What follows belongs to an exercise in optimizing a design on an open flow for small area; a production flow would make more cautious choices.
Function was checked by simulation only, so behaviour that the tests miss may differ from the original.

==> module decryption_top, before the edit <==
module decryption_top #(
            parameter addr_witdth   = 8,
            parameter reg_width     = 16,
            parameter MST_DWIDTH    = 32,
            parameter SYS_DWIDTH    = 8
        )(
        input clk_sys,
        input rst_n,
        input [MST_DWIDTH -1 : 0]   data_i,
        input                       valid_i,
        output                      busy,
        output reg [SYS_DWIDTH - 1 : 0] data_o,
        output reg                      valid_o,
        input [addr_witdth - 1:0]   addr,
        input                       read,
        input                       write,
        input [reg_width - 1 : 0]   wdata,
        output reg [reg_width - 1 : 0] rdata,
        output reg                  done,
        output reg                  error
    );
    localparam [7:0] TOKEN = 8'hFA;
    reg [1:0]  sel;
    reg [15:0] ckey, skey, zkey;
    wire a0  = (addr == 8'd0);
    wire a16 = (addr == 8'd16);
    wire a18 = (addr == 8'd18);
    wire a20 = (addr == 8'd20);
    wire hit = a0 | a16 | a18 | a20;
    always @(posedge clk_sys) begin
        if (!rst_n) begin
            rdata <= 0; done <= 1; error <= 0;
            sel <= 0; ckey <= 0; skey <= 16'hFFFF; zkey <= 16'h0002;
        end else begin
            done  <= read | write;
            error <= ~hit;
            if (hit)
                rdata <= read ? (({16{a0}}  & {14'b0, sel}) |
                                 ({16{a16}} & ckey) |
                                 ({16{a18}} & skey) |
                                 ({16{a20}} & zkey)) : 16'd0;
            if (write & a0)  sel  <= wdata[1:0];
            if (write & a16) ckey <= wdata;
            if (write & a18) skey <= wdata;
            if (write & a20) zkey <= wdata;
        end
    end
    reg [1:0]  st;
    reg        nz;
    reg [31:0] sh;
    always @(posedge clk_sys) begin
        if (!rst_n) begin
            st <= 0; nz <= 0;
        end else begin
            if (st != 2'd0 || valid_i || nz) st <= st + 2'd1;
            if (st == 2'd3) nz <= valid_i & (|data_i);
        end
        sh[31:8] <= (st == 2'd3) ? data_i[31:8] : sh[23:0];
        sh[7:0]  <= data_i[7:0];
    end
    wire [7:0] db = sh[31:24];
    wire vc  = nz & (sel == 2'd0);
    wire scy = (sel == 2'd1);
    wire zig = (sel == 2'd2);
    wire vp  = nz & (scy | zig);           
    reg        bsy;
    reg [5:0]  ns, nzz;                    
    reg [5:0]  ci;                         
    reg [6:0]  cp;                         
    reg [7:0]  xd;                         
    reg        xv;
    wire [7:0] kn   = skey[15:8];
    wire [7:0] zk   = zkey[7:0];
    wire [5:0] nact = scy ? ns : nzz;
    wire wr  = vp & (db != TOKEN) & ~bsy;
    wire tok = vp & ~wr;
    wire [6:0] ci1 = {1'b0, ci} + 7'd1;
    wire cp_lt_n   = (cp < {1'b0, nact});
    wire clr_s = ({1'b0, ci1} >= {1'b0, kn}) & ~cp_lt_n;
    wire clr   = scy ? clr_s : (zig & bsy & ~cp_lt_n);
    wire act   = bsy & ~clr;
    wire [5:0] m   = cp[5:0];
    wire [5:0] q   = {2'd0, m[5:2]};
    wire [5:0] h2  = nzz[5:1] + {5'd0, nzz[0]};                 
    wire [5:0] a31 = {2'd0, nzz[5:2]} + {5'd0, |nzz[1:0]};       
    wire [5:0] a3s = {2'd0, nzz[5:2]} + {1'b0, nzz[5:2], 1'b0}
                   + {4'd0, nzz[1], ~nzz[1] & nzz[0]};        
    reg  [5:0] zb, zo;
    always @(*) begin
        zb = m; zo = 6'd0;
        if (zk == 8'd2) begin
            zb = {1'b0, m[5:1]};
            zo = m[0] ? h2 : 6'd0;
        end else if (zk == 8'd3) begin
            case (m[1:0])
                2'd0: begin zb = q;                  zo = 6'd0; end
                2'd1: begin zb = {q[4:0], 1'b0};     zo = a31;  end
                2'd2: begin zb = q;                  zo = a3s;  end
                default: begin zb = {q[4:0], 1'b1};  zo = a31;  end
            endcase
        end
    end
    wire [5:0] za = zb + zo;
    wire [6:0] sa  = cp_lt_n ? cp : ci1;
    wire [5:0] ra  = scy ? sa[5:0] : za;
    wire       rin = ~scy | cp_lt_n | (ci1 < {1'b0, ns});
    reg [7:0] mems [0:48];
    reg [7:0] memz [0:48];
    wire [7:0] rlo = 8'd1 << ra[2:0];
    wire [7:0] rhi = {7'd0, rin} << ra[5:3];
    reg  [7:0] rgrp [0:6];
    reg  [7:0] rd;
    integer k;
    always @(*) begin
        for (k = 0; k < 7; k = k + 1) rgrp[k] = 8'd0;
        for (k = 0; k < 49; k = k + 1)
            rgrp[k / 8] = rgrp[k / 8] | ((scy ? mems[k] : memz[k]) & {8{rlo[k % 8]}});
        rd = 8'd0;
        for (k = 0; k < 7; k = k + 1) rd = rd | (rgrp[k] & {8{rhi[k]}});
    end
    always @(posedge clk_sys) begin
        if (wr & scy) mems[ns] <= db;
        if (wr & zig) memz[nzz] <= db;
    end
    always @(posedge clk_sys) begin
        if (!rst_n) begin
            bsy <= 0; ns <= 0; nzz <= 0; ci <= 0; cp <= 0;
            xd <= 0; xv <= 0; data_o <= 0; valid_o <= 0;
        end else begin
            data_o  <= xd;
            valid_o <= xv;
            xd <= act ? rd : (vc ? db - ckey[7:0] : 8'd0);
            xv <= act | vc;
            if (clr) begin
                bsy <= 0; ci <= 0; cp <= 0;
                if (scy) ns <= 0; else nzz <= 0;
            end else begin
                if (tok) bsy <= 1;
                if (wr) begin
                    if (scy) ns <= ns + 6'd1; else nzz <= nzz + 6'd1;
                end
                if (bsy) begin
                    if (scy) begin
                        cp <= sa + kn[6:0];
                        if (cp_lt_n) begin
                            if (tok) ci <= 0;
                        end else begin
                            ci <= ci1[5:0];
                        end
                    end else begin
                        cp <= cp + 7'd1;
                    end
                end else if (tok) begin
                    ci <= 0; cp <= 0;
                end
            end
        end
    end
    assign busy = bsy;
endmodule
make LEC_CHECK=0 CAP_MARGIN=20 CORE_MARGIN=2 CORE_UTILIZATION=40 PLACE_DENSITY=0.6 SLEW_MARGIN=20 finish   # period 7.5 ns
run.sh (not shown) runs the stock make flow with config.mk's settings and CLKGATE_MAP_FILE= SYNTH_SCRIPT=/design/flow/synth_recipe.tcl, a recipe that flattens the netlist after the stock synthesis.
The baseline produced a clean layout.
Change:
--- a/flow/design.v
+++ b/flow/design.v
@@ -102,29 +102,33 @@
         end
     end
     wire [5:0] za = zb + zo;
     wire [6:0] sa  = cp_lt_n ? cp : ci1;
     wire [5:0] ra  = scy ? sa[5:0] : za;
     wire       rin = ~scy | cp_lt_n | (ci1 < {1'b0, ns});
-    reg [7:0] mems [0:48];
-    reg [7:0] memz [0:48];
-    wire [7:0] rlo = 8'd1 << ra[2:0];
-    wire [7:0] rhi = {7'd0, rin} << ra[5:3];
+    reg [7:0] mem [0:53];
+    function [5:0] phys(input z, input [5:0] p);
+        phys = (z && p < 6'd2) ? {4'b1101, p[1:0]} : p;
+    endfunction
+    wire [5:0] wa = phys(zig, nact);
+    wire [5:0] pa = phys(zig, ra);
+    wire [7:0] rlo = 8'd1 << pa[2:0];
+    wire [7:0] rhi = {7'd0, rin} << pa[5:3];
     reg  [7:0] rgrp [0:6];
     reg  [7:0] rd;
     integer k;
     always @(*) begin
         for (k = 0; k < 7; k = k + 1) rgrp[k] = 8'd0;
-        for (k = 0; k < 49; k = k + 1)
-            rgrp[k / 8] = rgrp[k / 8] | ((scy ? mems[k] : memz[k]) & {8{rlo[k % 8]}});
+        for (k = 0; k < 54; k = k + 1)
+            if (k < 49 || k > 51)
+                rgrp[k / 8] = rgrp[k / 8] | (mem[k] & {8{rlo[k % 8]}});
         rd = 8'd0;
         for (k = 0; k < 7; k = k + 1) rd = rd | (rgrp[k] & {8{rhi[k]}});
     end
     always @(posedge clk_sys) begin
-        if (wr & scy) mems[ns] <= db;
-        if (wr & zig) memz[nzz] <= db;
+        if (wr) mem[wa] <= db;
     end
     always @(posedge clk_sys) begin
         if (!rst_n) begin
             bsy <= 0; ns <= 0; nzz <= 0; ci <= 0; cp <= 0;
             xd <= 0; xv <= 0; data_o <= 0; valid_o <= 0;
         end else begin
The new run finished with timing, DRC and antenna clean.
Hold slack gets better by 13 ps.
Via count goes down by about 33%.
Sequential share of layout area goes down by 5.3 points.
Fmax goes up by about 0.6%.
Setup slack gets better by 38 ps.
Cell count goes down by 30%.
Clock skew goes down by 29 ps.
Routed wire length goes down by 45%.
Count of clock-buffer cells in the layout goes down by 25.
Core utilization barely changes.
Global-route usage goes down by 3.3 points.

## port drivers added, routing unchanged
How much do the figures lean on ideal ports? The routed layouts below were timed once more, with nothing changed but the port constraints.
Step 1: set_driving_cell puts a clkbuf_16 on clk_sys and a buf_2 on each other input, an assumption about the parent block.
Step 2 times the ports against the registers' clock, not the clock port: input delays grow and output delays shrink by t, the midpoint of the rising clock arrivals with the driver on.
Slacks: ideal ports / drivers / drivers and shift; pairs: ideal ports / drivers.
run	t (ns)	setup slack, ns	worst setup path at the end	cell pins on the clock port's net
the first run	0.750	1.302 / 1.302 / 1.302	register to register	1
the second run	0.672	1.341 / 1.341 / 1.341	register to register	1
After both steps setup and hold are still met in every run listed.
